This design comes from an exercise in tuning for small area and a short achievable clock period on the open sky130 flow, not from production work.
In this exercise RTL edits were held to simulation tests only and were not proved equivalent to the original.

Setup of job 7442:
## mac_top
module mac_top
(
	input                    clk,
	input                    rst_n,         
	input                    enable,
	input                    valid,
	input                    read,    
	input                    mode,    
	input                    cfg,
	input             [15:0] in_a,
	input             [15:0] in_b,
	output            [15:0] mac_out,
	output                   error
);
	reg [15:0] pf_reg;    
	reg [12:0] pi_reg;    
	reg        err_reg;   
	reg [15:0] c_reg;
	reg        mode_reg;
	wire [15:0] pf_next, sum;
	wire [12:0] pi_next;
	wire        err_next;
	mul_unit u_mul  (.a(in_a), .b(in_b), .pf(pf_next), .pi(pi_next), .error(err_next));
	mac_add  u_add  (.mode(mode_reg), .pf(pf_reg), .pi(pi_reg), .c(c_reg), .s(sum));
	always @ ( posedge clk or negedge rst_n ) begin
		if ( ! rst_n ) begin
			pf_reg   <= 16'b0;   
			pi_reg   <= 13'b0;
			err_reg  <= 1'b1;    
			c_reg    <= 16'b0;
			mode_reg <= 1'b0;
		end else if (enable) begin
			if (valid) begin
				pf_reg  <= pf_next;
				pi_reg  <= pi_next;
				err_reg <= err_next;
				c_reg   <= sum;
			end
			else if (read) begin  
				pf_reg  <= 16'b0;
				pi_reg  <= 13'b0;
				err_reg <= 1'b1;
				c_reg   <= 16'b0;
			end
		end else if (cfg) begin
			mode_reg <= mode;
		end
	end
	assign error   = err_reg;
	assign mac_out = (read && enable && ~valid) ? sum : 16'b0;
endmodule
For scale: ~1900 cells after synthesis, roughly 47 flip-flops, roughly 56 I/O pins, about 10000 sq um of cells after synthesis.
Settings: LEC_CHECK=0, ABC_AREA=1, CAP_MARGIN=20, CORE_MARGIN=2, CORE_UTILIZATION=40, PLACE_DENSITY=0.6, SLEW_MARGIN=20; clock period 42.0 ns.
standard.sh (not shown) runs the stock make flow with config.mk's settings and CLKGATE_MAP_FILE= SYNTH_SCRIPT=/design/flow/synth_recipe.tcl, a recipe that flattens the netlist after the stock synthesis.
==> flow/flow/run.sh <==
#!/bin/bash
# Standard layout with five changes to how it is made (the clock, constraints
# and checks are the design's own):
#  - synthesis maps logic with the delay-bounded area mapping in flow/abc_area.script
#  - synthesis leaves full and half adders to that mapping (no ADDER_MAP_FILE)
#  - synthesis maps adders' carry logic with Yosys's default Brent-Kung tree
#    (any SYNTH_OPERATIONS_ARGS drops ORFS's Kogge-Stone extra map; -nordff
#    only concerns memories, which this design has none of)
#  - ports get the smallest buffer (buf_1); timing repair resizes the ones that matter
#  - timing repair aims for more setup slack than the design's period needs
set -euo pipefail
W=$(pwd)
rm -rf "$W/scripts_local"
cp -r "$FLOW_HOME/scripts" "$W/scripts_local"
cp "$W/flow/abc_area.script" "$W/scripts_local/abc_area.script"
bash standard.sh SCRIPTS_DIR="$W/scripts_local" SYNTH_OPERATIONS_ARGS=-nordff ADDER_MAP_FILE= \
	"BUFFER_PORTS_ARGS=-buffer_cell sky130_fd_sc_hd__buf_1" SETUP_SLACK_MARGIN=24 finish > standard_flow.log 2>&1
==> flow/flow/abc_area.script <==
strash
dch -f
map -D 5000
topo
stime -c
dnsize -c -D 5000
> inputs changed (job 7442 -> job 7716)
Settings: PLACE_DENSITY: 0.6 -> 0.5; SLEW_MARGIN: 20 -> 10; CTS_BUF_LIST: unset -> sky130_fd_sc_hd__clkbuf_4 sky130_fd_sc_hd__clkbuf_8; CAP_MARGIN: 20 -> 10.
==> run summary <==
Final core area utilization essentially unchanged between job 7442 and job 7716. Global-route usage delta for job 7716 relative to job 7442: 1.7 points higher. [compare] base=job 7442 new=job 7716: post-layout worst setup margin up 8.0 ps; number of placed instances with taps included flat; via density per instance flat. Job 7716 vs job 7442 on synthesis-to-finish area growth: job 7716 is the higher one. Between job 7442 and job 7716, the final instance count without filler cells does not differ in any meaningful way. Relative to job 7442, the count of plain and timing-repair buffers measured on job 7716 has increased by a few percent. No stage failed in job 7716, and the final checks on the layout all came back clean.
diff inputs: job 7716 => job 1088
Settings: changing PLACE_DENSITY from 0.5 to 0.6.
==> flow/flow/run.sh <==
#!/bin/bash
set -euo pipefail
W=$(pwd)
rm -rf "$W/scripts_local"
cp -r "$FLOW_HOME/scripts" "$W/scripts_local"
cp "$W/flow/abc_area.script" "$W/scripts_local/abc_area.script"
bash standard.sh SCRIPTS_DIR="$W/scripts_local" SYNTH_OPERATIONS_ARGS=-nordff ADDER_MAP_FILE= \
	"BUFFER_PORTS_ARGS=-buffer_cell sky130_fd_sc_hd__buf_1" \
	"CTS_ARGS=-sink_clustering_enable -repair_clock_nets -dont_use_dummy_load -buf_list {sky130_fd_sc_hd__clkbuf_4 sky130_fd_sc_hd__clkbuf_8}" SETUP_SLACK_MARGIN=24.3 finish > standard_flow.log 2>&1
==> flow/flow/abc_area.script <==
strash
balance
rewrite
refactor
balance
rewrite
rewrite -z
balance
refactor -z
rewrite -z
balance
balance
rewrite
refactor
balance
rewrite
rewrite -z
balance
refactor -z
rewrite -z
balance
dch -f
map -D 5000
topo
stime -c
dnsize -c -D 5000
[summary]
Job 1088 reached the end of the flow, and the finished layout is clean on the timing, design-rule and antenna checks.
On area occupied by registers, job 1088 tracks job 7716 almost exactly.
Die extent in y down about 2.2% in job 1088 wrt job 7716
Job 7716 has a higher post-layout instance area than job 1088.
Compared with job 7716, job 1088 shows worst hold slack higher by 18 ps.
Relative to job 7716, the post-detailed-route via-to-cell ratio measured on job 1088 has increased slightly.
Taking job 7716 as the reference, in job 1088 cell count lost about 6%, worst setup slack lost 20 ps, die area lost 1100 sq um, placed instance count lost 136, per-instance average area after synthesis picked up an extra 2.4%.
The following lists how job 499 was set up differently from job 1088:
==> flow/flow/run.sh <==
#!/bin/bash
# Standard layout with five changes to how it is made (the clock, constraints
# and checks are the design's own):
#  - synthesis maps logic with the delay-bounded area mapping in flow/abc_area.script
#  - synthesis leaves full and half adders to that mapping (no ADDER_MAP_FILE)
#  - synthesis maps adders' carry logic with Yosys's default Brent-Kung tree
#    (any SYNTH_OPERATIONS_ARGS drops ORFS's Kogge-Stone extra map; -nordff
#    only concerns memories, which this design has none of)
#  - ports get the smallest buffer (buf_1); timing repair resizes the ones that matter
#  - timing repair aims for more setup slack than the design's period needs
set -euo pipefail
W=$(pwd)
rm -rf "$W/scripts_local"
cp -r "$FLOW_HOME/scripts" "$W/scripts_local"
cp "$W/flow/abc_area.script" "$W/scripts_local/abc_area.script"
bash standard.sh SCRIPTS_DIR="$W/scripts_local" SYNTH_OPERATIONS_ARGS=-nordff ADDER_MAP_FILE= \
	"BUFFER_PORTS_ARGS=-buffer_cell sky130_fd_sc_hd__buf_1" SETUP_SLACK_MARGIN=24 finish > standard_flow.log 2>&1
==> flow/flow/abc_area.script <==
strash
dch -f
map -D 5000
topo
stime -c
dnsize -c -D 5000
Notes after the runs:
The synthesized-area fraction occupied by xor and xnor cells in job 499 sits 1.6 points below the value recorded for job 1088.
Layout cell share with drive strength beyond 1: job 499 lower than job 1088
Relative to job 1088, setup slack has increased by 11 ps in job 499.
Side by side, number of detailed-routing iterations run before antenna repair turned out higher in job 499 than in job 1088.
Changes observed in job 499 relative to job 1088: utilization of the core after routing has decreased; routing usage on met2 has increased.
Compared with job 1088, the detailed router inserted more vias in job 499.
On area of the mapped netlist, job 499 does worse than job 1088.

run 1:
Starting RTL as in the previous note.
// mac_top
module mac_top
(
	input                    clk,
	input                    rst_n,         
	input                    enable,
	input                    valid,
	input                    read,    
	input                    mode,    
	input                    cfg,
	input             [15:0] in_a,
	input             [15:0] in_b,
	output            [15:0] mac_out,
	output                   error
);
Settings: LEC_CHECK=0, ABC_AREA=1, CAP_MARGIN=20, CORE_MARGIN=2, CORE_UTILIZATION=40, PLACE_DENSITY=0.6, SLEW_MARGIN=20; clock period 42.0 ns.
==> flow/flow/run.sh <==
#!/bin/bash
# Standard layout with four changes to how it is made (the clock, constraints
# and checks are the design's own):
#  - synthesis maps logic with the delay-bounded area mapping in flow/abc_area.script
#  - synthesis leaves full and half adders to that mapping (no ADDER_MAP_FILE)
#  - synthesis maps adders' carry logic with Yosys's default Brent-Kung tree
#    (any SYNTH_OPERATIONS_ARGS drops ORFS's Kogge-Stone extra map; -nordff
#    only concerns memories, which this design has none of)
#  - timing repair aims for more setup slack than the design's period needs
set -euo pipefail
W=$(pwd)
rm -rf "$W/scripts_local"
cp -r "$FLOW_HOME/scripts" "$W/scripts_local"
cp "$W/flow/abc_area.script" "$W/scripts_local/abc_area.script"
bash standard.sh SCRIPTS_DIR="$W/scripts_local" SYNTH_OPERATIONS_ARGS=-nordff ADDER_MAP_FILE= \
	SETUP_SLACK_MARGIN=24 finish > standard_flow.log 2>&1
==> flow/flow/abc_area.script <==
strash
dch -f
map -D 5000
topo
stime -c
dnsize -c -D 5000
Run 1: done, clean on timing, DRC and antenna
#### Input delta (run 2 over run 1)
- SLEW_MARGIN changed from 20 to 10
- CTS_BUF_LIST newly set to sky130_fd_sc_hd__clkbuf_4 sky130_fd_sc_hd__clkbuf_8
- CAP_MARGIN changed from 20 to 10
==> flow/flow/run.sh <==
#!/bin/bash
# Standard layout with five changes to how it is made (the clock, constraints
# and checks are the design's own):
#  - synthesis maps logic with the delay-bounded area mapping in flow/abc_area.script, after two rounds of resyn2-style AIG rewriting
#  - synthesis leaves full and half adders to that mapping (no ADDER_MAP_FILE)
#  - synthesis maps adders' carry logic with Yosys's default Brent-Kung tree
#    (any SYNTH_OPERATIONS_ARGS drops ORFS's Kogge-Stone extra map; -nordff
#    only concerns memories, which this design has none of)
#  - ports get the smallest buffer (buf_1); timing repair resizes the ones that matter
#  - timing repair aims for more setup slack than the design's period needs
set -euo pipefail
W=$(pwd)
rm -rf "$W/scripts_local"
cp -r "$FLOW_HOME/scripts" "$W/scripts_local"
cp "$W/flow/abc_area.script" "$W/scripts_local/abc_area.script"
bash standard.sh SCRIPTS_DIR="$W/scripts_local" SYNTH_OPERATIONS_ARGS=-nordff ADDER_MAP_FILE= \
	"BUFFER_PORTS_ARGS=-buffer_cell sky130_fd_sc_hd__buf_1" SETUP_SLACK_MARGIN=24 finish > standard_flow.log 2>&1
==> flow/flow/abc_area.script <==
strash
balance
rewrite
refactor
balance
rewrite
rewrite -z
balance
refactor -z
rewrite -z
balance
balance
rewrite
refactor
balance
rewrite
rewrite -z
balance
refactor -z
rewrite -z
balance
dch -f
map -D 5000
topo
stime -c
dnsize -c -D 5000
==> comparison <==
Compared run 2 vs run 1, and die area is down in run 2. [run 2] routed wire length fell 10% relative to run 1.
### run 2 -> run 3
- PLACE_DENSITY changed from 0.6 to 0.7
diff --git a/flow/flow/run.sh b/flow/flow/run.sh
--- a/flow/flow/run.sh
+++ b/flow/flow/run.sh
@@ -2,5 +2,5 @@
 # Standard layout with five changes to how it is made (the clock, constraints
 # and checks are the design's own):
-#  - synthesis maps logic with the delay-bounded area mapping in flow/abc_area.script, after two rounds of resyn2-style AIG rewriting
+#  - synthesis maps logic with the delay-bounded area mapping in flow/abc_area.script
 #  - synthesis leaves full and half adders to that mapping (no ADDER_MAP_FILE)
 #  - synthesis maps adders' carry logic with Yosys's default Brent-Kung tree
==> flow/flow/abc_area.script <==
strash
dch -f
map -D 5000
topo
stime -c
dnsize -c -D 5000
==> comparison <==
Of run 2 and run 3, run 2 shows the higher worst path arrival time, with run 3 below it. Run 3 vs run 2, global-route usage went up by 0.67 points. Relative to run 2, the synthesized cell count measured on run 3 has increased by a little under 10%. The detailed router's first-iteration violation count of run 3 is higher than that of run 2. On wire length after detailed routing: between run 2 and run 3, it ends up higher for run 3. Re total routed wire length on the met1 layer: run 2 and run 3 aren't equal, and the higher value belongs to run 3.
Relative to run 3, the following input files were edited for run 4:
- CAP_MARGIN: 10 -> 20
- SLEW_MARGIN: 10 -> 20
- CTS_BUF_LIST: sky130_fd_sc_hd__clkbuf_4 sky130_fd_sc_hd__clkbuf_8 -> unset
- PLACE_DENSITY: 0.7 -> 0.6
==> flow/run.sh (new file) <==
#!/bin/bash
# synth_recipe.tcl (not shown) runs the flow's synth.tcl, then flattens the netlist and writes it again
# the make line also repeats each setting of config.mk as NAME=value (left out here)
make -C /OpenROAD-flow-scripts/flow DESIGN_CONFIG=/design/flow/config.mk WORK_HOME=/design/flow/orfs CLKGATE_MAP_FILE= SYNTH_SCRIPT=/design/flow/synth_recipe.tcl finish
removed: flow/flow/run.sh
removed: flow/flow/abc_area.script
removed: flow/standard.sh
Results
Diff run 3 -> run 4: area share of buffers outside the clock network rose 0.97 points; overall fraction of global-route tracks in use lost 4.3 points; final instance area climbed 480 um2; gate count after technology mapping saw a decrease. Delta (run 4 minus run 3): non-clock inverter total of the final layout went up by 62; arrival time at the worst endpoint went up by 1330 ps; netlist area before placement went up by about 8%. DRC violation total after the first TritonRoute iteration went down by more than a quarter going from run 3 to run 4. Vias: run 4 fewer than run 3. In the metrics for run 4 and run 3, the one carrying the higher die area is run 4. For run 3, the end point of the critical path was mac_out[2], unlike run 4, where it was mac_out[8].
Here is what was changed in the inputs of run 5 compared with run 4.
- swapping 20 for 10 in SLEW_MARGIN
- putting CTS_BUF_LIST at sky130_fd_sc_hd__clkbuf_4 sky130_fd_sc_hd__clkbuf_8 where nothing was set
- swapping 20 for 10 in CAP_MARGIN
- swapping 40 for 55 in CORE_UTILIZATION
==> flow/flow/run.sh (new file) <==
#!/bin/bash
# Standard layout with five changes to how it is made (the clock, constraints
# and checks are the design's own):
#  - synthesis maps logic with the delay-bounded area mapping in flow/abc_area.script
#  - synthesis leaves full and half adders to that mapping (no ADDER_MAP_FILE)
#  - synthesis maps adders' carry logic with Yosys's default Brent-Kung tree
#    (any SYNTH_OPERATIONS_ARGS drops ORFS's Kogge-Stone extra map; -nordff
#    only concerns memories, which this design has none of)
#  - ports get the smallest buffer (buf_1); timing repair resizes the ones that matter
#  - timing repair aims for more setup slack than the design's period needs
set -euo pipefail
W=$(pwd)
rm -rf "$W/scripts_local"
cp -r "$FLOW_HOME/scripts" "$W/scripts_local"
cp "$W/flow/abc_area.script" "$W/scripts_local/abc_area.script"
bash standard.sh SCRIPTS_DIR="$W/scripts_local" SYNTH_OPERATIONS_ARGS=-nordff ADDER_MAP_FILE= \
	"BUFFER_PORTS_ARGS=-buffer_cell sky130_fd_sc_hd__buf_1" SETUP_SLACK_MARGIN=24 finish > standard_flow.log 2>&1
==> flow/flow/abc_area.script (new file) <==
strash
dch -f
map -D 5000
topo
stime -c
dnsize -c -D 5000
==> flow/standard.sh (new file) <==
#!/bin/bash
# synth_recipe.tcl (not shown) runs the flow's synth.tcl, then flattens the netlist and writes it again
# the make line also repeats each setting of config.mk as NAME=value (left out here)
make -C /OpenROAD-flow-scripts/flow DESIGN_CONFIG=/design/flow/config.mk WORK_HOME=/design/flow/orfs CLKGATE_MAP_FILE= SYNTH_SCRIPT=/design/flow/synth_recipe.tcl "${@:-finish}"
removed: flow/run.sh
### Flow results
- [compare] base=run 4 new=run 5: flip-flop and latch count after synthesis shows no meaningful change; worst setup slack after placement shows a reduction of 1010 ps; sequential share of cell area shows an increase of 0.51 points.
Here is what was changed in the inputs of run 6 compared with run 5.
- swapping 10 for 20 in SLEW_MARGIN
- swapping 10 for 20 in CAP_MARGIN
- swapping 55 for 40 in CORE_UTILIZATION
- clearing CTS_BUF_LIST, which used to be sky130_fd_sc_hd__clkbuf_4 sky130_fd_sc_hd__clkbuf_8
==> flow/flow/run.sh <==
#!/bin/bash
# Standard layout with two changes to how it is made (the clock, constraints
# and checks are the design's own):
#  - synthesis maps adders' carry logic with Yosys's default Brent-Kung tree
#    (any SYNTH_OPERATIONS_ARGS drops ORFS's Kogge-Stone extra map; -nordff
#    only concerns memories, which this design has none of)
#  - timing repair aims for more setup slack than the design's period needs
set -euo pipefail
bash standard.sh SYNTH_OPERATIONS_ARGS=-nordff SETUP_SLACK_MARGIN=24 finish > standard_flow.log 2>&1
removed: flow/flow/abc_area.script
- Summary of run 6 over run 5: worst hold slack saw a decrease; met1 routing resource usage after global routing went down 12 points.
- Run 6 vs run 5: die area up in run 6
- Taking run 5 as the reference, in run 6 final instance area increased by about 17% relative to the old numbers; met3 wire length decreased by 770 um relative to the old numbers.
- Run 6 reports its worst-path cell with the longest stage delay as clkdlybuf4s50_1 while run 5 reports buf_4.

static timing again, ports no longer ideal:
The flow's constraints put no driver on any port. The routed layouts listed below were extracted and timed again, unchanged, in two steps.
Step 1 sets driving cells, clkbuf_16 on the clock port and buf_2 on the other inputs (assumed; they add their load-dependent delay and slew).
Step 2, shift: input delay + t, output delay - t, t = (earliest + latest rising clock arrival at the registers) / 2. This alone moves slack from input paths to output paths.
Slacks: no drivers / after step 1 / after step 2; pairs: no drivers / after step 1.
| run | t (ns) | setup WS [ns] | worst setup path at the end | worst slew at a driven data input, ns |
|---|---|---|---|---|
| job 7442 | 0.327 | 24.347 / 24.327 / 24.327 | input to output | 0.03 |
| job 7716 | 0.346 | 24.355 / 24.332 / 24.332 | input to output | 0.04 |
| job 1088 | 0.345 | 24.335 / 24.312 / 24.312 | input to output | 0.04 |
| job 499 | 0.334 | 24.345 / 24.325 / 24.325 | input to output | 0.03 |
| run 1 | 0.329 | 24.203 / 24.184 / 24.184 | input to output | 0.03 |
| run 2 | 0.343 | 24.190 / 24.166 / 24.166 | input to output | 0.04 |
| run 3 | 0.344 | 24.282 / 24.260 / 24.260 | input to output | 0.05 |
| run 4 | 0.338 | 22.953 / 22.911 / 23.249 | register to output | 0.05 |
| run 5 | 0.347 | 24.307 / 24.286 / 24.286 | input to output | 0.04 |
| run 6 | 0.332 | 24.031 / 23.998 / 24.010 | input to output | 0.06 |
After both steps setup and hold are still met in every run listed. For run 2, which loses most, drivers alone change the setup slack by -0.024 ns; drivers and shift together by -0.024 ns.
